What follows belongs to an exercise in optimizing a design on an open flow for small area; a production flow would make more cautious choices.
Only simulation tests tie the RTL to the original design; equivalence was not proved.
The clock port is modelled as an ideal driver, which makes a skipped or thinned clock tree look cheaper than it is; a real chip needs a root buffer or a tree.

== trial 41 ==
Design Simon, start of the top module:
module Simon(
    output [3:0]    an,
    output [6:0]    seg,
    output [15:0]   led,
    input  [3:0]    sw,
    input           clk,
    input           btnR,      
    input           btnL,      
    input           btnC       
    );
==> flow/config.mk <==
export PLATFORM = sky130hd
export DESIGN_NAME = Simon
export DESIGN_NICKNAME = Simon
export VERILOG_FILES = /design/flow/design.v
export SDC_FILE = /design/flow/constraint.sdc
export NUM_CORES = 4
export LEC_CHECK = 0
export CAP_MARGIN = 20
export CORE_MARGIN = 2
export CORE_UTILIZATION = 70
export SLEW_MARGIN = 20
==> flow/constraint.sdc <==
create_clock -name core_clock -period 10.0 [get_ports {clk}]
set_input_delay 2.0000 -clock core_clock [delete_from_list [all_inputs] [get_ports {clk}]]
set_output_delay 2.0000 -clock core_clock [all_outputs]
set_load 0.01 [all_outputs]
standard.sh (not shown) runs the stock make flow with config.mk's settings and CLKGATE_MAP_FILE= SYNTH_SCRIPT=/design/flow/synth_recipe.tcl, a recipe that flattens the netlist after the stock synthesis.
==> flow/flow/run.sh <==
#!/bin/bash
# The standard layout with two changes:
#  - port buffers use the smallest buffer cell (every port still gets one);
#  - after floorplan, the combinational logic is re-mapped for area with
#    OpenROAD's restructure (ABC); registers are left as synthesis made them.
set -euo pipefail
export BUFFER_PORTS_ARGS="-buffer_cell sky130_fd_sc_hd__buf_1"
export POST_FLOORPLAN_TCL="$(pwd)/flow/restructure.tcl"
export CTS_ARGS="-sink_clustering_enable -repair_clock_nets -dont_use_dummy_load"
bash standard.sh > standard_flow.log 2>&1
==> flow/flow/restructure.tcl <==
# Re-map the combinational logic for area (registers are not touched).
set rmp_lib [lindex $::env(LIB_FILES) 0]
set rmp_lo "[lindex $::env(TIELO_CELL_AND_PORT) 0]/[lindex $::env(TIELO_CELL_AND_PORT) 1]"
set rmp_hi "[lindex $::env(TIEHI_CELL_AND_PORT) 0]/[lindex $::env(TIEHI_CELL_AND_PORT) 1]"
set rmp_dir $::env(OBJECTS_DIR)/restructure
file mkdir $rmp_dir
puts "restructure: before"
report_design_area
restructure -target area -liberty_file $rmp_lib -tielo_port $rmp_lo -tiehi_port $rmp_hi \
  -work_dir $rmp_dir -abc_logfile $::env(LOG_DIR)/2_1_restructure_abc.log
puts "restructure: after"
report_design_area
### trial 41 -> build 40
Settings: CTS_CLUSTER_DIAMETER newly set to 300; CORE_UTILIZATION changed from 70 to 40; CTS_CLUSTER_SIZE newly set to 60.
==> flow/flow/run.sh <==
#!/bin/bash
set -euo pipefail
export BUFFER_PORTS_ARGS="-buffer_cell sky130_fd_sc_hd__buf_1"
bash standard.sh > standard_flow.log 2>&1
removed: flow/flow/restructure.tcl
Results
Build 40: done, clean on timing, DRC and antenna. Comparing trial 41 and build 40, the lower chip width is on trial 41. Re synthesized cell count: no difference whatsoever between build 40 and trial 41. Delta (build 40 minus trial 41): global-route wire length before repair has increased; maximum frequency increased 0.00085 GHz.

========
== exp/xenon ==
Another version of the RTL of Simon (not shown whole).
For scale: ~330 cells after synthesis, about 55 flip-flops, about 35 I/O pins, roughly 0.0029 mm² of cells after synthesis.
// Simon
module Simon(
    output [3:0]    an,
    output [6:0]    seg,
    output [15:0]   led,
    input  [3:0]    sw,
    input           clk,
    input           btnR,      
    input           btnL,      
    input           btnC       
    );
==> flow/config.mk <==
export PLATFORM = sky130hd
export DESIGN_NAME = Simon
export DESIGN_NICKNAME = Simon
export VERILOG_FILES = /design/flow/design.v
export SDC_FILE = /design/flow/constraint.sdc
export NUM_CORES = 4
export LEC_CHECK = 0
export CAP_MARGIN = 20
export CORE_MARGIN = 2
export CORE_UTILIZATION = 40
export SLEW_MARGIN = 20
==> flow/constraint.sdc <==
create_clock -name core_clock -period 10.0 [get_ports {clk}]
set_input_delay 2.0000 -clock core_clock [delete_from_list [all_inputs] [get_ports {clk}]]
set_output_delay 2.0000 -clock core_clock [all_outputs]
set_load 0.01 [all_outputs]
==> flow/flow/run.sh <==
#!/bin/bash
# The standard layout with these changes:
#  - port buffers use the smallest buffer cell (every port still gets one);
#  - after floorplan, the combinational logic is re-mapped for area with
#    OpenROAD's restructure (ABC); registers are left as synthesis made them;
set -euo pipefail
export BUFFER_PORTS_ARGS="-buffer_cell sky130_fd_sc_hd__buf_1"
export POST_FLOORPLAN_TCL="$(pwd)/flow/restructure.tcl"
export CTS_ARGS="-sink_clustering_enable -repair_clock_nets -dont_use_dummy_load"
export POST_CTS_TCL="$(pwd)/flow/post_cts.tcl"
bash standard.sh > standard_flow.log 2>&1
==> flow/flow/post_cts.tcl <==
set pc_block [ord::get_db_block]
set pc_root [$pc_block findInst clkbuf_0_clk]
if { $pc_root ne "NULL" && $pc_root ne "" } {
  set pc_in [[$pc_root findITerm A] getNet]
  set pc_out [[$pc_root findITerm X] getNet]
  set pc_loads {}
  foreach it [$pc_out getITerms] {
    if { [$it getInst] ne $pc_root } { lappend pc_loads $it }
  }
  set pc_ok [expr { [llength $pc_loads] <= 4 && [llength [$pc_out getBTerms]] == 0 }]
  foreach it $pc_loads {
    if { ![string match "sky130_fd_sc_hd__clkbuf_*" [[[$it getInst] getMaster] getName]] } { set pc_ok 0 }
  }
  if { $pc_ok } {
    puts "post_cts: removing [$pc_root getName], [llength $pc_loads] leaf buffers now driven by [$pc_in getName]"
    foreach it $pc_loads { $it disconnect; $it connect $pc_in }
    odb::dbInst_destroy $pc_root
    odb::dbNet_destroy $pc_out
    estimate_parasitics -placement
  } else {
    puts "post_cts: root buffer kept"
  }
}

# Each leaf buffer drives only 10 to 20 flip-flops: give each the smallest
# buffer that keeps the estimated clock-pin slew of its flip-flops under 120 ps.
proc pc_leaf_slew { inst } {
  set mx 0
  set net [[$inst findITerm X] getNet]
  foreach it [$net getITerms] {
    if { [$it getInst] eq $inst } { continue }
    set p [get_pins [[$it getInst] getName]/[[$it getMTerm] getName]]
    set s [get_property $p slew_max]
    if { $s > $mx } { set mx $s }
  }
  return $mx
}
set pc_clk [[ord::get_db_block] findNet clk]
if { $pc_clk ne "NULL" && $pc_clk ne "" && [llength [$pc_clk getITerms]] <= 4 } {
  foreach it [$pc_clk getITerms] {
    set inst [$it getInst]
    set orig [[$inst getMaster] getName]
    if { ![string match "sky130_fd_sc_hd__clkbuf_*" $orig] } { continue }
    set name [$inst getName]
    set done 0
    foreach cell {sky130_fd_sc_hd__buf_4 sky130_fd_sc_hd__buf_6} {
      replace_cell $name $cell
      estimate_parasitics -placement
      set s [pc_leaf_slew $inst]
      if { $s < 0.120 } {
        puts "post_cts: $name is now $cell, max clock-pin slew $s"
        set done 1
        break
      }
    }
    if { !$done } {
      replace_cell $name $orig
      estimate_parasitics -placement
      puts "post_cts: $name kept as $orig"
    }
  }
}
==> flow/flow/restructure.tcl <==
# Re-map the combinational logic for area (registers are not touched).
set rmp_lib [lindex $::env(LIB_FILES) 0]
set rmp_lo "[lindex $::env(TIELO_CELL_AND_PORT) 0]/[lindex $::env(TIELO_CELL_AND_PORT) 1]"
set rmp_hi "[lindex $::env(TIEHI_CELL_AND_PORT) 0]/[lindex $::env(TIEHI_CELL_AND_PORT) 1]"
set rmp_dir $::env(OBJECTS_DIR)/restructure
file mkdir $rmp_dir
puts "restructure: before"
report_design_area
restructure -target area -liberty_file $rmp_lib -tielo_port $rmp_lo -tiehi_port $rmp_hi \
  -work_dir $rmp_dir -abc_logfile $::env(LOG_DIR)/2_1_restructure_abc.log
puts "restructure: after"
report_design_area
# restructure can leave a tie cell whose output drives nothing: remove it
foreach inst [[ord::get_db_block] getInsts] {
  if { [[$inst getMaster] getName] ne [lindex $::env(TIELO_CELL_AND_PORT) 0] } { continue }
  set used 0
  foreach it [$inst getITerms] {
    set n [$it getNet]
    if { $n ne "NULL" && $n ne "" && ([llength [$n getITerms]] > 1 || [llength [$n getBTerms]] > 0) } { set used 1 }
  }
  if { !$used } {
    puts "restructure: removing unused tie cell [$inst getName]"
    odb::dbInst_destroy $inst
  }
}
## Diff of input files: exp/umber against exp/xenon
==> flow/flow/post_cts.tcl <==
set pc_block [ord::get_db_block]
set pc_root [$pc_block findInst clkbuf_0_clk]
if { $pc_root ne "NULL" && $pc_root ne "" } {
  set pc_in [[$pc_root findITerm A] getNet]
  set pc_out [[$pc_root findITerm X] getNet]
  set pc_loads {}
  foreach it [$pc_out getITerms] {
    if { [$it getInst] ne $pc_root } { lappend pc_loads $it }
  }
  set pc_ok [expr { [llength $pc_loads] <= 4 && [llength [$pc_out getBTerms]] == 0 }]
  foreach it $pc_loads {
    if { ![string match "sky130_fd_sc_hd__clkbuf_*" [[[$it getInst] getMaster] getName]] } { set pc_ok 0 }
  }
  if { $pc_ok } {
    puts "post_cts: removing [$pc_root getName], [llength $pc_loads] leaf buffers now driven by [$pc_in getName]"
    foreach it $pc_loads { $it disconnect; $it connect $pc_in }
    odb::dbInst_destroy $pc_root
    odb::dbNet_destroy $pc_out
    estimate_parasitics -placement
  } else {
    puts "post_cts: root buffer kept"
  }
}
diff --git a/flow/flow/restructure.tcl b/flow/flow/restructure.tcl
--- a/flow/flow/restructure.tcl
+++ b/flow/flow/restructure.tcl
@@ -1,8 +1,33 @@
 # Re-map the combinational logic for area (registers are not touched).
-set rmp_lib [lindex $::env(LIB_FILES) 0]
+# restructure reads the liberty file itself and ignores set_dont_use, so it
+# gets a copy of the library without the platform's don't-use cells.
+set rmp_dir $::env(OBJECTS_DIR)/restructure
+file mkdir $rmp_dir
+set rmp_lib $rmp_dir/restructure.lib
+set rmp_fi [open [lindex $::env(LIB_FILES) 0] r]
+set rmp_fo [open $rmp_lib w]
+set rmp_skip 0
+set rmp_dropped 0
+while { [gets $rmp_fi rmp_line] >= 0 } {
+  if { $rmp_skip } {
+    if { $rmp_line eq "    \}" } { set rmp_skip 0 }
+    continue
+  }
+  if { [regexp {^    cell \("([^"]+)"\) \{} $rmp_line -> rmp_name] } {
+    foreach rmp_pat $::env(DONT_USE_CELLS) {
+      if { [string match $rmp_pat $rmp_name] } { set rmp_skip 1; break }
+    }
+    foreach rmp_pat {*_2 *_4 *_8 *_12 *_16 *_6 *_3} {
+      if { [string match $rmp_pat $rmp_name] } { set rmp_skip 1; break }
+    }
+    if { $rmp_skip } { incr rmp_dropped; continue }
+  }
+  puts $rmp_fo $rmp_line
+}
+close $rmp_fi
+close $rmp_fo
+puts "restructure: library without $rmp_dropped don't-use cells"
 set rmp_lo "[lindex $::env(TIELO_CELL_AND_PORT) 0]/[lindex $::env(TIELO_CELL_AND_PORT) 1]"
 set rmp_hi "[lindex $::env(TIEHI_CELL_AND_PORT) 0]/[lindex $::env(TIEHI_CELL_AND_PORT) 1]"
-set rmp_dir $::env(OBJECTS_DIR)/restructure
-file mkdir $rmp_dir
 puts "restructure: before"
 report_design_area
@@ -24,2 +49,9 @@
   }
 }
+# no cell the platform marks don't-use may remain
+foreach inst [[ord::get_db_block] getInsts] {
+  set m [[$inst getMaster] getName]
+  foreach pat $::env(DONT_USE_CELLS) {
+    if { [string match $pat $m] } { error "restructure left don't-use cell $m ([$inst getName])" }
+  }
+}
--- outcome ---
In the summary table, exp/umber is marked failed, with error RMP-0006 raised in floorplan (2_1_floorplan).
Per the comparison of exp/umber with exp/xenon, xor and xnor area share after synthesis was more or less identical; number of enable-type register cells in the synthesized netlist neither gained nor lost much; synthesized cell count did not really move.
Here is what was changed in the inputs of exp/amber compared with exp/umber.
diff --git a/flow/flow/run.sh b/flow/flow/run.sh
--- a/flow/flow/run.sh
+++ b/flow/flow/run.sh
@@ -9,3 +9,4 @@
 export CTS_ARGS="-sink_clustering_enable -repair_clock_nets -dont_use_dummy_load"
 export POST_CTS_TCL="$(pwd)/flow/post_cts.tcl"
+export RECOVER_POWER=100
 bash standard.sh > standard_flow.log 2>&1
==> flow/flow/restructure.tcl <==
# Re-map the combinational logic for area (registers are not touched).
set rmp_lib [lindex $::env(LIB_FILES) 0]
set rmp_lo "[lindex $::env(TIELO_CELL_AND_PORT) 0]/[lindex $::env(TIELO_CELL_AND_PORT) 1]"
set rmp_hi "[lindex $::env(TIEHI_CELL_AND_PORT) 0]/[lindex $::env(TIEHI_CELL_AND_PORT) 1]"
set rmp_dir $::env(OBJECTS_DIR)/restructure
file mkdir $rmp_dir
puts "restructure: before"
report_design_area
restructure -target area -liberty_file $rmp_lib -tielo_port $rmp_lo -tiehi_port $rmp_hi \
  -work_dir $rmp_dir -abc_logfile $::env(LOG_DIR)/2_1_restructure_abc.log
puts "restructure: after"
report_design_area
# restructure can leave a tie cell whose output drives nothing: remove it
foreach inst [[ord::get_db_block] getInsts] {
  if { [[$inst getMaster] getName] ne [lindex $::env(TIELO_CELL_AND_PORT) 0] } { continue }
  set used 0
  foreach it [$inst getITerms] {
    set n [$it getNet]
    if { $n ne "NULL" && $n ne "" && ([llength [$n getITerms]] > 1 || [llength [$n getBTerms]] > 0) } { set used 1 }
  }
  if { !$used } {
    puts "restructure: removing unused tie cell [$inst getName]"
    odb::dbInst_destroy $inst
  }
}
Results
exp/amber: no failed stages, no open violations at the end. As far as standard-cell row count goes, exp/amber and exp/umber are indistinguishable; the numbers are identical. Re number of distinct library cells after synthesis: no difference whatsoever between exp/umber and exp/amber. Basic-gate share of the synthesized area counting and, or, nand and nor cells came out exactly the same in exp/amber and exp/umber. Re synthesized area: no difference whatsoever between exp/umber and exp/amber. On height of the chip, exp/amber and exp/umber are basically level. exp/umber -> exp/amber: fraction of synthesis flops using an asynchronous set or reset pin delta 0, exact match. Starting density of the core: exp/umber vs exp/amber identical. Per the comparison of exp/amber with exp/umber, number of nets produced by synthesis was more or less identical; count of mapped cells out of synthesis flat; share of synthesized area occupied by flip-flops and latches did not really move; die width held.

==> static timing again, ports no longer ideal <==
How much do the figures lean on ideal ports? The routed layouts below were timed once more, with nothing changed but the port constraints.
Step 1 (the two cells are an assumption about what drives the block):
set clk [get_ports {clk}]
set_driving_cell -lib_cell sky130_fd_sc_hd__clkbuf_16 $clk
set_driving_cell -lib_cell sky130_fd_sc_hd__buf_2 [delete_from_list [all_inputs] $clk]
Step 2 moves the port delays by t, midway between the first and last clock arrival at a register: inputs arrive t later, outputs are due t later. That takes back most of the time a late clock gives input paths.
Slacks: no drivers / after step 1 / after step 2; pairs: no drivers / after step 1.
| run | t, ns | setup WS [ns] | worst data-port slew with drivers (ns) |
|---|---|---|---|
| trial 41 | 0.324 | 5.368 / 5.342 / 5.407 | 0.03 |
| build 40 | 0.333 | 5.386 / 5.365 / 5.365 | 0.03 |
| exp/xenon | 0.182 | 5.428 / 5.406 / 5.406 | 0.03 |
| exp/amber | 0.200 | 5.437 / 5.400 / 5.415 | 0.03 |
After both steps every run listed still meets setup and hold.
